What follows belongs to an exercise in optimizing a design on an open flow for small area and a short achievable clock period; a production flow would make more cautious choices.
RTL that was checked went through simulation tests only; none was proved equivalent to the original.
Power figures rest on the tool's default switching activity, not on a simulated workload.

==> flow/design.v (excerpt) <==
module pwl(
  input signed [13:0] x,
  input signed [13:0] x0,
  input signed [13:0] x1,
  input signed [13:0] x2,
  input signed [13:0] x3,
  input signed [13:0] x4,
  input signed [13:0] x5,
  input signed [13:0] x6,
  input signed [13:0] x7,
  input signed [13:0] x8,
  input signed [13:0] k0,
  input signed [13:0] k1,
  input signed [13:0] k2,
  input signed [13:0] k3,
  input signed [13:0] k4,
  input signed [13:0] k5,
  input signed [13:0] k6,
  input signed [13:0] k7,
  input signed [13:0] k8,
  input signed [13:0] k9,
  input signed [13:0] b0,
  input signed [13:0] b1,
  input signed [13:0] b2,
  input signed [13:0] b3,
  input signed [13:0] b4,
  input signed [13:0] b5,
  input signed [13:0] b6,
  input signed [13:0] b7,
  input signed [13:0] b8,
  input signed [13:0] b9,
  input clk,
  output reg signed [27:0] out
);
Size in the first run: roughly 450 I/O pins.
==> module pwl_sel10, before the edit <==
module pwl_sel10(input [9:0] s, input [9:0] d, output y);
  assign y = |(s & d);
endmodule
export LEC_CHECK = 0
export CAP_MARGIN = 20
export CORE_MARGIN = 2
export CORE_UTILIZATION = 40
export CTS_BUF_LIST = sky130_fd_sc_hd__clkbuf_4 sky130_fd_sc_hd__clkbuf_8
export SETUP_SLACK_MARGIN = 5
export SLEW_MARGIN = 20
export SYNTH_HIERARCHICAL = 1
export BUFFER_PORTS_ARGS = -buffer_cell sky130_fd_sc_hd__buf_1
export REMOVE_ABC_BUFFERS = 1
export PRE_FLOORPLAN_TCL = /design/flow/flow/downsize.tcl
create_clock -name core_clock -period 9.0 [get_ports {clk}]
standard.sh (not shown) runs the stock make flow with config.mk's settings and CLKGATE_MAP_FILE= SYNTH_SCRIPT=/design/flow/synth_recipe.tcl, a recipe that flattens the netlist after the stock synthesis.
==> flow/flow/run.sh <==
#!/bin/bash
# Standard ORFS layout (the standard.sh) with three changes:
#  - port buffers use sky130_fd_sc_hd__buf_1 instead of the resizer's default choice;
#  - buffers left by synthesis are removed at floorplan (repair_design re-buffers as needed);
#  - before floorplan every combinational cell is swapped for the smallest-area cell of the
#    same function (flow/downsize.tcl); later timing/design repair upsizes where needed.
set -euo pipefail
here=$(pwd)
cat >> config.mk <<EOC
export BUFFER_PORTS_ARGS = -buffer_cell sky130_fd_sc_hd__buf_1
export REMOVE_ABC_BUFFERS = 1
export PRE_FLOORPLAN_TCL = $here/flow/downsize.tcl
EOC
bash standard.sh > standard_flow.log 2>&1
==> flow/flow/downsize.tcl <==
# Replace each combinational cell with the smallest-area cell of the same function
# (same name stem, other drive strength). Registers, adders and tie cells are kept.
set n 0
set saved 0.0
foreach inst [get_cells *] {
  set cell [get_lib_cells -of_objects $inst]
  set ref [get_name $cell]
  if {![regexp {^(sky130_fd_sc_hd__[a-z0-9]+)_([0-9]+)$} $ref -> stem drive]} { continue }
  if {[regexp {__(df|dl|sdf|edf|fa|ha|conb|tap|clk|fill|decap|diode)} $stem]} { continue }
  set best $ref
  set best_area [get_property $cell area]
  foreach cand [get_lib_cells ${stem}_*] {
    set cname [get_name $cand]
    if {![regexp "^${stem}_\[0-9\]+\$" $cname]} { continue }
    set a [get_property $cand area]
    if {$a < $best_area - 1e-6} { set best $cname; set best_area $a }
  }
  if {$best ne $ref} {
    set saved [expr {$saved + [get_property $cell area] - $best_area}]
    replace_cell $inst $best
    incr n
  }
}
puts "downsize: replaced $n cells, saved [format %.1f $saved] um2"
Change:
--- a/flow/design.v
+++ b/flow/design.v
@@ -601,13 +601,21 @@
   wire gb_8 = gba | (pba & g98); wire pb_8 = pba & p98;
   wire g7_0 = g7_4 | (p7_4 & g3_0);
   wire gd_8 = gdc | (pdc & gb_8); wire pd_8 = pdc & pb_8;
   assign y = gd_8 | (pd_8 & g7_0);
 endmodule
 module pwl_sel10(input [9:0] s, input [9:0] d, output y);
-  assign y = |(s & d);
+  wire n0, n1, n2, n3;
+  pwl_aoi222 u0(.s(s[2:0]), .d(d[2:0]), .yn(n0));
+  pwl_aoi222 u1(.s(s[5:3]), .d(d[5:3]), .yn(n1));
+  pwl_aoi222 u2(.s(s[8:6]), .d(d[8:6]), .yn(n2));
+  assign n3 = ~(s[9] & d[9]);
+  assign y = ~(n0 & n1 & n2 & n3);
+endmodule
+module pwl_aoi222(input [2:0] s, input [2:0] d, output yn);
+  assign yn = ~((s[0] & d[0]) | (s[1] & d[1]) | (s[2] & d[2]));
 endmodule
 module pwl_bpp(input k1, input k0, input one, input two, input neg, output y);
   assign y = ((one & k1) | (two & k0)) ^ neg;
 endmodule
 module pwl_bpp0(input k1, input one, input neg, output y);
   assign y = (one & k1) ^ neg;
Clock skew decreases by 0.0033 ns.
Critical path depth increases by 4.
Worst setup slack is worse by 0.076 ns.
Worst hold slack hardly moves.
Cell count decreases by 1.4%.
Power decreases by 3.5%.
Core utilization decreases by 0.35 points.
Synthesized cell count decreases by 2.8%.
Via count decreases by 2.5%.
Sequential share of layout area increases by 0.31 points.
Routed wire length decreases by 5.5%.

---

run a:
pwl, a different RTL version from the one above (not shown whole).
Size in the first run: roughly 980 cells after synthesis.
## pwl
module pwl(
  input signed [13:0] x,
  input signed [13:0] x0,
  input signed [13:0] x1,
  input signed [13:0] x2,
  input signed [13:0] x3,
  input signed [13:0] x4,
  input signed [13:0] x5,
  input signed [13:0] x6,
  input signed [13:0] x7,
  input signed [13:0] x8,
  input signed [13:0] k0,
  input signed [13:0] k1,
  input signed [13:0] k2,
  input signed [13:0] k3,
  input signed [13:0] k4,
  input signed [13:0] k5,
  input signed [13:0] k6,
  input signed [13:0] k7,
  input signed [13:0] k8,
  input signed [13:0] k9,
  input signed [13:0] b0,
  input signed [13:0] b1,
  input signed [13:0] b2,
  input signed [13:0] b3,
  input signed [13:0] b4,
  input signed [13:0] b5,
  input signed [13:0] b6,
  input signed [13:0] b7,
  input signed [13:0] b8,
  input signed [13:0] b9,
  input clk,
  output reg signed [27:0] out
);
==> flow/config.mk <==
export PLATFORM = sky130hd
export DESIGN_NAME = pwl
export DESIGN_NICKNAME = pwl
export VERILOG_FILES = /design/flow/design.v
export SDC_FILE = /design/flow/constraint.sdc
export NUM_CORES = 4
export LEC_CHECK = 0
export CAP_MARGIN = 20
export CORE_MARGIN = 2
export CORE_UTILIZATION = 40
export CTS_BUF_LIST = sky130_fd_sc_hd__clkbuf_4 sky130_fd_sc_hd__clkbuf_8
export SETUP_SLACK_MARGIN = 5
export SLEW_MARGIN = 20
export SYNTH_HIERARCHICAL = 1
export BUFFER_PORTS_ARGS = -buffer_cell sky130_fd_sc_hd__buf_1
export REMOVE_ABC_BUFFERS = 1
export CTS_ARGS = -sink_clustering_enable -repair_clock_nets -dont_use_dummy_load -buf_list "sky130_fd_sc_hd__clkbuf_4 sky130_fd_sc_hd__clkbuf_8"
export PRE_FLOORPLAN_TCL = /design/flow/flow/downsize.tcl
==> flow/constraint.sdc <==
create_clock -name core_clock -period 9.0 [get_ports {clk}]
set_input_delay 1.8000 -clock core_clock [delete_from_list [all_inputs] [get_ports {clk}]]
set_output_delay 1.8000 -clock core_clock [all_outputs]
set_load 0.01 [all_outputs]
==> flow/flow/run.sh <==
#!/bin/bash
# Standard ORFS layout (the standard.sh) with these changes:
#  - port buffers use sky130_fd_sc_hd__buf_1 instead of the resizer's default choice;
#  - buffers left by synthesis are removed at floorplan (repair_design re-buffers as needed);
#  - before floorplan every combinational cell is swapped for the smallest-area cell of the
#    same function (flow/downsize.tcl); later timing/design repair upsizes where needed;
#  - clock tree synthesis adds no dummy loads.
set -euo pipefail
here=$(pwd)
cat >> config.mk <<EOC
export BUFFER_PORTS_ARGS = -buffer_cell sky130_fd_sc_hd__buf_1
export REMOVE_ABC_BUFFERS = 1
export CTS_ARGS = -sink_clustering_enable -repair_clock_nets -dont_use_dummy_load -buf_list "sky130_fd_sc_hd__clkbuf_4 sky130_fd_sc_hd__clkbuf_8"
export PRE_FLOORPLAN_TCL = $here/flow/downsize.tcl
EOC
bash standard.sh > standard_flow.log 2>&1
Scripts as last shown in full above: flow/flow/downsize.tcl
Relative to run a, the following input files were edited for run b:
--- a/flow/design.v
+++ b/flow/design.v
@@ -62,23 +62,25 @@
     assign d = {k9[g], k8[g], k7[g], k6[g], k5[g], k4[g], k3[g], k2[g], k1[g], k0[g]};
   end else begin : bb
     assign d = {b9[g-14], b8[g-14], b7[g-14], b6[g-14], b5[g-14], b4[g-14], b3[g-14], b2[g-14], b1[g-14], b0[g-14]};
   end
   pwl_sel10 u_sel(.s(sel), .d(d), .y(kb_sel[g]));
 end endgenerate
-reg [13:0] k_r, b_r, x_r;
-always @(posedge clk) begin
-  k_r <= kb_sel[13:0]; b_r <= kb_sel[27:14]; x_r <= x;
-end
-wire [14:0] xe = {x_r, 1'b0};
-wire [6:0] one_r, two_r, neg_r;
+wire [14:0] xe = {x, 1'b0};
+wire [6:0] one_d, two_d, neg_d;
 generate for (g = 0; g < 7; g = g + 1) begin : enc
-  assign one_r[g] = xe[2*g+1] ^ xe[2*g];
-  assign two_r[g] = (xe[2*g+2] & ~xe[2*g+1] & ~xe[2*g]) | (~xe[2*g+2] & xe[2*g+1] & xe[2*g]);
-  assign neg_r[g] = xe[2*g+2];
+  assign one_d[g] = xe[2*g+1] ^ xe[2*g];
+  assign two_d[g] = (xe[2*g+2] & ~xe[2*g+1] & ~xe[2*g]) | (~xe[2*g+2] & xe[2*g+1] & xe[2*g]);
+  assign neg_d[g] = xe[2*g+2];
 end endgenerate
+reg [13:0] k_r, b_r;
+reg [6:0] one_r, two_r, neg_r;
+always @(posedge clk) begin
+  k_r <= kb_sel[13:0]; b_r <= kb_sel[27:14];
+  one_r <= one_d; two_r <= two_d; neg_r <= neg_d;
+end
 wire pp0_0;
 wire pp0_1;
 wire pp0_2;
 wire pp0_3;
 wire pp0_4;
 wire pp0_5;
## What came out
Compared with run a, in run b share of cell area taken by flip-flops and latches increased 1.9 points; utilization decreased 2.7 points; vertical die dimension grew by 0.87 µm; cell count fell 50.
Going from run a to run b, the cell area was found to have gone down by 640 µm².
Going from run a to run b, minimum setup slack in the final design has increased; number of vias after detailed routing has decreased; longest individual stage delay on the worst path has decreased; final worst-path cycle share has decreased.
The RTL of run a was laid out without a check of its function.

-- port drivers added, routing unchanged --
No port has a modelled driver above. Below, the same layouts with a new extraction and two added sets of constraints. Step 1 sets driving cells, clkbuf_16 on the clock port and buf_2 on the other inputs (assumed; they add their load-dependent delay and slew). Step 2 times the ports against the registers' clock, not the clock port: input delays grow and output delays shrink by t, the midpoint of the rising clock arrivals with the driver on. Three values: no drivers, after step 1, after step 2; two values: the first two.
| run | t, ns | slack for setup (ns) | worst hold slack (ns) | worst slew at a driven data input, ns |
|---|---|---|---|---|
| the first run of note 1 | 0.508 | 5.033 / 5.009 / 4.501 | 0.337 / 0.337 / 0.337 | 0.17 |
| the second run of note 1 | 0.490 | 4.957 / 4.957 / 4.517 | 0.338 / 0.338 / 0.338 | 0.14 |
| run a | 0.484 | 4.793 / 4.778 / 4.294 | 0.318 / 0.318 / 0.318 | 0.19 |
| run b | 0.484 | 4.960 / 4.968 / 4.494 | 0.338 / 0.338 / 0.338 | 0.15 |
After both steps every run listed still meets setup and hold. The setup slack of the first run of note 1, which loses most, moves by -0.024 ns with the drivers and by -0.532 ns with both steps.
